From an optimization exercise on the open Yosys and OpenROAD flow, aimed at small area, a short achievable clock period and few clock cycles per item; shortcuts taken in it are not production practice. In this exercise RTL edits were held to simulation tests only and were not proved equivalent to the original. Treat power and IR drop as tool artefacts here; the default activity estimate runs too high for this design.

==> inputs of run E <==
Design net_4_8_12_16_16_1_10, start of the top module:
module net_4_8_12_16_16_1_10(clk, reset, input_valid, input_ready, input_data, output_valid, output_ready, output_data);
Settings: LEC_CHECK=0, CAP_MARGIN=20, CORE_MARGIN=2, CORE_UTILIZATION=40, SETUP_SLACK_MARGIN=4.3, SLEW_MARGIN=20; clock period 8.0 ns.
run.sh (not shown) runs the stock make flow with config.mk's settings and CLKGATE_MAP_FILE= SYNTH_SCRIPT=/design/flow/synth_recipe.tcl, a recipe that flattens the netlist after the stock synthesis.
==> run F: changes against run E <==
- CORE_UTILIZATION: 40 -> 65
- PLACE_DENSITY: default -> 0.75
- SETUP_SLACK_MARGIN: 4.3 -> 4.5
==> run M: changes against run E <==
- SETUP_SLACK_MARGIN: 4.3 -> 4.5
==> comparison <==
First-iteration DRC count: run M < run E < run F.
Between run M and run F, the lower worst setup slack is in run F (gap 0.039 ns).
In run E the utilization is lower than in run F, by 28 points.
The lowest fmax belongs to run E, the highest to run M.
In run F the die area is lower than in run E, by 38%.
Final area, lowest first: run E, run F, run M.
Testbench counts of run E, summed over its fixed seeds: cycles 15,792, items 960.
Testbench counts of run F, summed over its fixed seeds: cycles 15,792, items 960.
Testbench counts of run M, summed over its fixed seeds: cycles 15,792, items 960.

* * *

==> inputs of job 1651 <==
net_4_8_12_16_16_1_10 again, from the RTL that the note above started with.
clock: 8.0 ns
lec_check: 0
cap_margin: 20
core_margin: 2
core_utilization: 40
cts_cluster_diameter: 100
cts_cluster_size: 22
setup_slack_margin: 4.5
slew_margin: 20
==> job 7835: changes against job 1651 <==
- CTS_CLUSTER_DIAMETER: 100 -> unset
- CTS_CLUSTER_SIZE: 22 -> unset
- SETUP_SLACK_MARGIN: 4.5 -> 4.8
==> summary of the runs <==
- Register-to-register slack is about the same in job 7835 and job 1651.
- In job 1651 the first-iteration DRC count is lower than in job 7835, by about 2.2%.
- Sequential power is about the same in job 7835 and job 1651.
- In synthesized cell count, job 1651 and job 7835 do not differ.
- Between job 1651 and job 7835, the lower design area is in job 1651 (gap 6.9%, measured against job 7835).
- Between job 7835 and job 1651, the lower clock power is in job 1651 (gap 60%, measured against job 1651).
- Against job 7835, the sequential share of layout area of job 1651 is higher by 2.7 points.
- Via count: job 1651 is smaller than job 7835 (3.8%).
- Between job 7835 and job 1651, the lower non-clock buffer count is in job 1651 (gap 275).
- Critical path depth is the same in job 1651 and job 7835.
Testbench counts of job 1651, summed over its fixed seeds: cycles 15,792, items 960.
Testbench counts of job 7835, summed over its fixed seeds: cycles 15,792, items 960.

* * *

==> inputs of v9 <==
net_4_8_12_16_16_1_10, a different RTL version from the one above (not shown whole).
Design net_4_8_12_16_16_1_10, start of the top module:
module net_4_8_12_16_16_1_10(clk, reset, input_valid, input_ready, input_data, output_valid, output_ready, output_data);
export LEC_CHECK = 0
export CAP_MARGIN = 20
export CORE_MARGIN = 2
export CORE_UTILIZATION = 40
export SETUP_SLACK_MARGIN = 4.5
export SLEW_MARGIN = 20
create_clock -name core_clock -period 8.0 [get_ports {clk}]
==> inputs of v37, as changes to v9 <==
- SETUP_SLACK_MARGIN: 4.5 -> 5
==> inputs of v25, as changes to v9 <==
- SETUP_SLACK_MARGIN: 4.5 -> 4.0
==> qor summary <==
Power drawn by the clock network: v37 0.00770 W; v9 0.00749 W; v25 0.00729 W
Weighted congestion reported at the end of routability-driven placement: v37 0.8962; v9 0.8963; v25 0.9055
Total CTS buffers: v37 161; v9 156; v25 154
Estimated wirelength of the detail-placed design: v37 177800 µm; v9 177400 µm; v25 179700 µm
Clk latency of the worst-skew pair: v37 0.83 ns; v9 0.83 ns; v25 0.82 ns
Sequential fraction of design power: v37 21.5%; v9 25.2%; v25 26.7%
Setup slack at placement: v37 2.367 ns; v9 3.138 ns; v25 2.583 ns
Overall global routing resource usage: v37 22.34%; v9 20.55%; v25 20.19%
Final critical path time including I/O delays and setup: v37 3.425 ns; v9 3.571 ns; v25 3.893 ns
Net switching fraction of the power: v37 41.25%; v9 42.01%; v25 42.54%
Non-filler instance count after layout: v37 13090; v9 12390; v25 12070
Met2 usage: v37 37.22%; v9 33.79%; v25 33.26%
Register-to-register setup slack: v37 4.57 ns; v9 4.46 ns; v25 4.11 ns
Footprint of the multi-input gates: v37 58970 µm²; v9 53880 µm²; v25 52290 µm²
Reg-to-Reg End: v37 f3_2[11]; v9 pr2_3[15]; v25 pr2_3[13]
Outcome: v37 finished clean; v9 finished clean; v25 finished clean
Fraction of standard cell area in multi-input logic: v37 48.71%; v9 49.48%; v25 50.37%
Fraction of cell area in non-clock buffers: v37 10.05%; v9 4.979%; v25 2.255%
Antenna violations before repair: v37 25; v9 17; v25 18
Number of multi-input combinational cells: v37 6740; v9 6732; v25 6727
Storage cell area: v37 39140 µm²; v9 38980 µm²; v25 38760 µm²
Clock Network Area Fraction: v37 4.584%; v9 4.953%; v25 5.033%
Testbench counts of v9, summed over its fixed seeds: cycles 15,664, items 960.
Testbench counts of v37, summed over its fixed seeds: cycles 15,664, items 960.
Testbench counts of v25, summed over its fixed seeds: cycles 15,664, items 960.

static timing again, ports no longer ideal:
The flow's constraints put no driver on any port. The routed layouts listed below were extracted and timed again, unchanged, in two steps.
Step 1 sets driving cells, clkbuf_16 on the clock port and buf_2 on the other inputs (assumed; they add their load-dependent delay and slew).
Step 2, shift: input delay + t, output delay - t, t = (earliest + latest rising clock arrival at the registers) / 2. This alone moves slack from input paths to output paths.
Three values: ideal ports, drivers, drivers and shift; two values: the first two.
run | t, ns | slack for setup (ns) | clock arrival spread, ns | pins driven straight from the clock port
run E | 0.897 | 4.370 / 4.366 / 4.370 | 0.043 / 0.043 | 1
run F | 0.879 | 4.437 / 4.437 / 4.437 | 0.030 / 0.029 | 1
run M | 0.893 | 4.476 / 4.476 / 4.476 | 0.043 / 0.044 | 1
job 1651 | 0.821 | 4.476 / 4.476 / 4.431 | 0.063 / 0.063 | 1
job 7835 | 0.896 | 4.484 / 4.484 / 4.475 | 0.042 / 0.042 | 1
v9 | 0.909 | 4.429 / 4.464 / 3.597 | 0.040 / 0.041 | 1
v37 | 0.913 | 4.575 / 4.575 / 4.058 | 0.033 / 0.033 | 1
v25 | 0.903 | 4.107 / 4.107 / 3.355 | 0.036 / 0.036 | 1
After both steps setup and hold are still met in every run listed. For v9, which loses most, drivers alone change the setup slack by +0.035 ns; drivers and shift together by -0.832 ns.
